Source: an optimization exercise on an open RTL-to-GDS flow (aim: small area, a short achievable clock period and few clock cycles per item). Production flows keep margins and buffers that such runs may drop.
In this exercise RTL edits were held to simulation tests only and were not proved equivalent to the original.

Design cordic_sqrt_seq, start of the top module:
module cordic_sqrt_seq (
 input         rstx,
 input         clk,
 input         start,
 input  [15:0] din,
 output        busy,
 output [15:0] dout
);
For scale: ~69 flip-flops, about 36 I/O pins, ~0.0065 sq mm of cells after synthesis.
clock: 6.0 ns
lec_check: 0
cap_margin: 20
core_margin: 2
core_utilization: 40
cts_buf_list: sky130_fd_sc_hd__clkbuf_8
setup_slack_margin: 2.5
slew_margin: 20
standard.sh (not shown) runs the stock make flow with config.mk's settings and CLKGATE_MAP_FILE= SYNTH_SCRIPT=/design/flow/synth_recipe.tcl, a recipe that flattens the netlist after the stock synthesis.
==> flow/flow/run.sh <==
#!/bin/bash
# Standard layout, with the port buffers made of buf_1 cells instead of the default.
set -euo pipefail
bash standard.sh "BUFFER_PORTS_ARGS=-buffer_cell sky130_fd_sc_hd__buf_1" finish > standard_flow.log 2>&1
The first run finished with timing, DRC and antenna clean.
Testbench counts at the start, summed over its fixed seeds: cycles 144,000, items 8,000.
Then changed:
- SETUP_SLACK_MARGIN: 2.5 -> 2.0
Effect: The changed run passed the timing, DRC and antenna checks. Worst setup slack loses 0.30 ns. Die area does not change. Final area drops by roughly a tenth. Maximum frequency is lower by a little under a tenth. Utilization shrinks by 4.6 points. Wire length falls by a few percent.

Another version of the RTL of cordic_sqrt_seq (not shown whole).
Size: ~850 cells after synthesis, ~68 flip-flops, ~6900 um^2 of cells after synthesis.
==> flow/config.mk <==
export PLATFORM = sky130hd
export DESIGN_NAME = cordic_sqrt_seq
export DESIGN_NICKNAME = cordic_sqrt_seq
export VERILOG_FILES = /design/flow/design.v
export SDC_FILE = /design/flow/constraint.sdc
export NUM_CORES = 4
export LEC_CHECK = 0
export CAP_MARGIN = 20
export CORE_MARGIN = 2
export CORE_UTILIZATION = 40
export SLEW_MARGIN = 70
==> flow/constraint.sdc <==
create_clock -name core_clock -period 6.0 [get_ports {clk}]
set_input_delay 1.2000 -clock core_clock [delete_from_list [all_inputs] [get_ports {clk}]]
set_output_delay 1.2000 -clock core_clock [all_outputs]
set_load 0.01 [all_outputs]
run.sh (not shown) runs the stock make flow with config.mk's settings and CLKGATE_MAP_FILE= SYNTH_SCRIPT=/design/flow/synth_recipe.tcl, a recipe that flattens the netlist after the stock synthesis.
Stock flow here: none of the scripts above is used.
Testbench counts at the start, summed over its fixed seeds: cycles 144,000, items 8,000.
Edit:
Settings changed: CORE_UTILIZATION 40 to 60, SETUP_SLACK_MARGIN set to 3.0, SLEW_MARGIN 70 to 20.
Result:
- The new run completed with no timing, DRC or antenna violations
- final area increases by about a fifth
- worst hold slack hardly moves
- register-to-register slack improves by 0.06 ns
- synthesized cell count stays the same
- global-route usage increases by 16 points
- area after synthesis stays the same
Edit:
Settings changed: SETUP_SLACK_MARGIN 3.0 to not set.
The new run finished clean. Design area shrinks by 19%. Synthesized cell count is unchanged. Routed wire length shrinks by 21%. Area after synthesis does not change. Setup slack is worse by 0.24 ns. Hold slack is worse by 0.0070 ns.
Edit:
Settings changed: CORE_UTILIZATION 60 to 40.
=>
- The new run went through all stages and came out clean
- final cell count rises by 8.5%
- count of clock-buffer cells in the layout grows by 1
- sequential share of layout area decreases by 0.38 points
- die area climbs by about 50%
- setup slack improved by 0.074 ns

cordic_sqrt_seq, a different RTL version from the one above (not shown whole).
For scale: ~820 cells after synthesis, roughly 36 I/O pins, about 6800 µm² of cells after synthesis.
Settings: LEC_CHECK=0, CAP_MARGIN=20, CORE_MARGIN=2, CORE_UTILIZATION=40, CTS_BUF_LIST=sky130_fd_sc_hd__clkbuf_8, SETUP_SLACK_MARGIN=2.0, SLEW_MARGIN=20; clock period 6.0 ns.
standard.sh (not shown) runs the stock make flow with config.mk's settings and CLKGATE_MAP_FILE= SYNTH_SCRIPT=/design/flow/synth_recipe.tcl, a recipe that flattens the netlist after the stock synthesis.
Scripts as last shown in full above: flow/flow/run.sh
Testbench counts at the start, summed over its fixed seeds: cycles 144,000, items 8,000.
Then changed:
--- a/flow/config.mk
+++ b/flow/config.mk
@@ -10,4 +10,3 @@
 export CORE_UTILIZATION = 40
-export CTS_BUF_LIST = sky130_fd_sc_hd__clkbuf_8
-export SETUP_SLACK_MARGIN = 2.0
+export SETUP_SLACK_MARGIN = 2.3
 export SLEW_MARGIN = 20
Cell area is higher by a few percent.
Utilization is higher by 2.9 points.
Cell count is higher by a few percent.
Synthesized area stays the same.
Via count is higher by a few percent.
Sequential share of layout area is lower by 1.4 points.
Then changed:
--- a/flow/config.mk
+++ b/flow/config.mk
@@ -10,2 +10,3 @@
 export CORE_UTILIZATION = 40
+export CTS_BUF_LIST = sky130_fd_sc_hd__clkbuf_8
 export SETUP_SLACK_MARGIN = 2.3
- via count went up slightly
- worst setup slack gets better by 0.046 ns
- design area fell slightly
- synthesized cell count does not change
- first-iteration DRC count goes up by a little under a tenth
- non-clock buffer count grows by 3
- utilization went down by 0.49 points
- cell count hardly moves
- count of clock-buffer cells in the layout stays the same
Then changed:
--- a/flow/config.mk
+++ b/flow/config.mk
@@ -9,5 +9,5 @@
 export CORE_MARGIN = 2
-export CORE_UTILIZATION = 40
+export CORE_UTILIZATION = 65
 export CTS_BUF_LIST = sky130_fd_sc_hd__clkbuf_8
-export SETUP_SLACK_MARGIN = 2.3
+export SETUP_SLACK_MARGIN = 2.1
 export SLEW_MARGIN = 20
What happened: Area after synthesis is unchanged. Worst setup slack gets worse by 0.17 ns. Cell area decreases by 3.2%. Sequential cell count stays the same. Global-route usage climbs by 16 points. Routed wire length goes up by 0.50%.

cordic_sqrt_seq again, from the RTL that the note above started with.
Settings: LEC_CHECK=0, CAP_MARGIN=20, CORE_MARGIN=2, CORE_UTILIZATION=40, SETUP_SLACK_MARGIN=2.6, SLEW_MARGIN=20, TNS_END_PERCENT=10; clock period 6.0 ns.
Scripts as last shown in full above: flow/flow/run.sh
Testbench counts at the start, summed over its fixed seeds: cycles 144,000, items 8,000.
==> next run, changes <==
==> flow/run.sh (new file) <==
#!/bin/bash
# synth_recipe.tcl (not shown) runs the flow's synth.tcl, then flattens the netlist and writes it again
# the make line also repeats each setting of config.mk as NAME=value (left out here)
make -C /OpenROAD-flow-scripts/flow DESIGN_CONFIG=/design/flow/config.mk WORK_HOME=/design/flow/orfs CLKGATE_MAP_FILE= SYNTH_SCRIPT=/design/flow/synth_recipe.tcl finish
SETUP_SLACK_MARGIN = 2.9   (was 2.6)
TNS_END_PERCENT = not set   (was 10)
removed: flow/flow/run.sh
removed: flow/standard.sh
Outcome: The new run produced a clean layout; die area is unchanged; worst setup slack is worse by 0.020 ns; cell count increases by 3.4%.
==> next run, changes <==
==> flow/flow/run.sh (new file) <==
#!/bin/bash
# Standard layout, with the port buffers made of buf_1 cells instead of the default.
set -euo pipefail
bash standard.sh "BUFFER_PORTS_ARGS=-buffer_cell sky130_fd_sc_hd__buf_1" finish > standard_flow.log 2>&1
==> flow/standard.sh (new file) <==
#!/bin/bash
# synth_recipe.tcl (not shown) runs the flow's synth.tcl, then flattens the netlist and writes it again
# the make line also repeats each setting of config.mk as NAME=value (left out here)
make -C /OpenROAD-flow-scripts/flow DESIGN_CONFIG=/design/flow/config.mk WORK_HOME=/design/flow/orfs CLKGATE_MAP_FILE= SYNTH_SCRIPT=/design/flow/synth_recipe.tcl "${@:-finish}"
CTS_BUF_LIST = sky130_fd_sc_hd__clkbuf_8   (was not set)
PLACE_DENSITY = 0.6   (was not set)
SETUP_SLACK_MARGIN = 2.2   (was 2.9)
removed: flow/run.sh
Effect: Cell area went down by 18%. Sequential share of layout area went up by 4.2 points. Non-clock buffer count goes down by 89. Wire length fell by 16%. Count of clock-buffer cells in the layout came out higher by 1. Synthesized area does not change.
==> next run, changes <==
==> flow/run.sh (new file) <==
#!/bin/bash
# synth_recipe.tcl (not shown) runs the flow's synth.tcl, then flattens the netlist and writes it again
# the make line also repeats each setting of config.mk as NAME=value (left out here)
make -C /OpenROAD-flow-scripts/flow DESIGN_CONFIG=/design/flow/config.mk WORK_HOME=/design/flow/orfs CLKGATE_MAP_FILE= SYNTH_SCRIPT=/design/flow/synth_recipe.tcl finish
ABC_AREA = 1   (was not set)
CTS_BUF_LIST = not set   (was sky130_fd_sc_hd__clkbuf_8)
PLACE_DENSITY = not set   (was 0.6)
SETUP_SLACK_MARGIN = not set   (was 2.2)
removed: flow/flow/run.sh
removed: flow/standard.sh
=> The new run ran to the end with no violations; cell count rose by well over a third; cell area rises by about a fifth; synthesized area grows by about a fifth; worst setup slack loses 0.19 ns; worst hold slack improves by 0.022 ns; utilization goes up by 0.98 points; critical path depth came out higher by 8; flip-flop and latch count stays the same.

cordic_sqrt_seq again, from the RTL that the note above started with.
export LEC_CHECK = 0
export CAP_MARGIN = 20
export CORE_MARGIN = 2
export CORE_UTILIZATION = 40
export CTS_BUF_LIST = sky130_fd_sc_hd__clkbuf_8
export GPL_ROUTABILITY_DRIVEN = 0
export SETUP_SLACK_MARGIN = 2.2
export SLEW_MARGIN = 20
create_clock -name core_clock -period 6.0 [get_ports {clk}]
==> flow/flow/run.sh <==
#!/bin/bash
# Standard layout, with the port buffers made of buf_1 cells instead of the default.
set -euo pipefail
bash standard.sh "BUFFER_PORTS_ARGS=-buffer_cell sky130_fd_sc_hd__buf_1" finish > standard_flow.log 2>&1
Testbench counts at the start, summed over its fixed seeds: cycles 144,000, items 8,000.
Then changed:
GPL_ROUTABILITY_DRIVEN = default   (was 0)
Effect:
- die area stays the same
- worst hold slack stays flat
- cell area is lower by 2.3%
- worst setup slack loses 0.014 ns
- global-route usage is higher by 0.10 points
- critical path depth does not change
Then changed:
==> flow/flow/run.sh (replaced) <==
#!/bin/bash
# Standard layout, with the port buffers made of buf_1 cells instead of the
# default, and timing repair without gate cloning.
set -euo pipefail
bash standard.sh "BUFFER_PORTS_ARGS=-buffer_cell sky130_fd_sc_hd__buf_1" "SKIP_GATE_CLONING=1" finish > standard_flow.log 2>&1
SETUP_SLACK_MARGIN = 2.3   (was 2.2)
The new run went through all stages and came out clean.
Global-route usage hardly moves.
Via count is higher by 1.4%.
Setup slack improves by 0.059 ns.
Utilization grows by 1.1 points.
Then changed:
==> flow/run.sh (new file) <==
#!/bin/bash
# synth_recipe.tcl (not shown) runs the flow's synth.tcl, then flattens the netlist and writes it again
# the make line also repeats each setting of config.mk as NAME=value (left out here)
make -C /OpenROAD-flow-scripts/flow DESIGN_CONFIG=/design/flow/config.mk WORK_HOME=/design/flow/orfs CLKGATE_MAP_FILE= SYNTH_SCRIPT=/design/flow/synth_recipe.tcl finish
CTS_BUF_LIST = default   (was sky130_fd_sc_hd__clkbuf_8)
SETUP_SLACK_MARGIN = 2.6   (was 2.3)
removed: flow/flow/run.sh
removed: flow/standard.sh
Maximum frequency grows by a few percent.
Global-route usage is higher by 3.9 points.
Routed wire length climbs by about a fifth.
Final area goes up by about a fifth.
Die area stays the same.
Clock-buffer cell count grows by 3.
Core utilization is higher by 7.7 points.
Then changed:
==> flow/flow/run.sh (new file) <==
#!/bin/bash
# Standard layout, with the port buffers made of buf_1 cells instead of the default.
set -euo pipefail
bash standard.sh "BUFFER_PORTS_ARGS=-buffer_cell sky130_fd_sc_hd__buf_1" finish > standard_flow.log 2>&1
==> flow/standard.sh (new file) <==
#!/bin/bash
# synth_recipe.tcl (not shown) runs the flow's synth.tcl, then flattens the netlist and writes it again
# the make line also repeats each setting of config.mk as NAME=value (left out here)
make -C /OpenROAD-flow-scripts/flow DESIGN_CONFIG=/design/flow/config.mk WORK_HOME=/design/flow/orfs CLKGATE_MAP_FILE= SYNTH_SCRIPT=/design/flow/synth_recipe.tcl "${@:-finish}"
CTS_BUF_LIST = sky130_fd_sc_hd__clkbuf_8   (was default)
SETUP_SLACK_MARGIN = 2.1   (was 2.6)
removed: flow/run.sh
After rerunning:
- maximum frequency goes down by a few percent
- clock skew barely changes
- routed wire length goes down by about a fifth
- via count goes down by roughly a tenth
- non-clock buffer count goes down by 101
- design area goes down by about a fifth
- synthesized area is unchanged
Then changed:
SETUP_SLACK_MARGIN = 2.5   (was 2.1)
After rerunning: Synthesized cell count does not change. Die area is unchanged. Core utilization climbs by 5.0 points. Area after synthesis is unchanged. Hold slack loses 0.0051 ns.

-- static timing again, ports no longer ideal --
The results above use ideal ports. As a check the final layouts listed here were re-extracted and re-timed, cells and wires unchanged.
Step 1, drivers: a clkbuf_16 drives clk and a buf_2 each remaining input, both assumed.
Step 2 also shifts input and output timing later by t, the mid clock arrival at the registers, as if the neighbouring blocks saw the same clock.
a / b / c = ideal / step 1 / step 2; a / b = the first two.
run	t, ns	setup WS [ns]	worst setup path at the end
the first run of note 1	0.409	2.432 / 2.432 / 2.374	input to register
the second run of note 1	0.413	2.130 / 2.130 / 2.130	register to register
the first run of note 2	0.381	2.096 / 2.057 / 2.208	register to register
the second run of note 2	0.380	2.266 / 2.266 / 2.266	register to register
the third run of note 2	0.380	2.025 / 2.025 / 2.025	register to register
the fourth run of note 2	0.383	2.099 / 2.069 / 1.987	input to register
the first run of note 3	0.411	2.188 / 2.188 / 2.188	register to register
the second run of note 3	0.385	2.328 / 2.328 / 2.324	input to register
the third run of note 3	0.409	2.375 / 2.375 / 2.314	input to register
the fourth run of note 3	0.403	2.208 / 2.208 / 2.208	register to register
the first run of note 4	0.386	2.440 / 2.440 / 2.178	input to register
the second run of note 4	0.376	2.420 / 2.420 / 2.420	register to register
the third run of note 4	0.414	2.315 / 2.315 / 2.315	register to register
the fourth run of note 4	0.377	2.120 / 2.120 / 1.972	input to register
the first run of note 5	0.403	2.329 / 2.329 / 2.229	input to register
the second run of note 5	0.414	2.315 / 2.315 / 2.315	register to register
the third run of note 5	0.409	2.375 / 2.375 / 2.314	input to register
the fourth run of note 5	0.386	2.503 / 2.503 / 2.503	register to register
the fifth run of note 5	0.411	2.274 / 2.274 / 2.274	register to register
the sixth run of note 5	0.409	2.398 / 2.398 / 2.267	input to register
After both steps setup and hold are still met in every run listed. For the first run of note 4, which loses most, drivers alone change the setup slack by 0.000 ns; drivers and shift together by -0.262 ns.
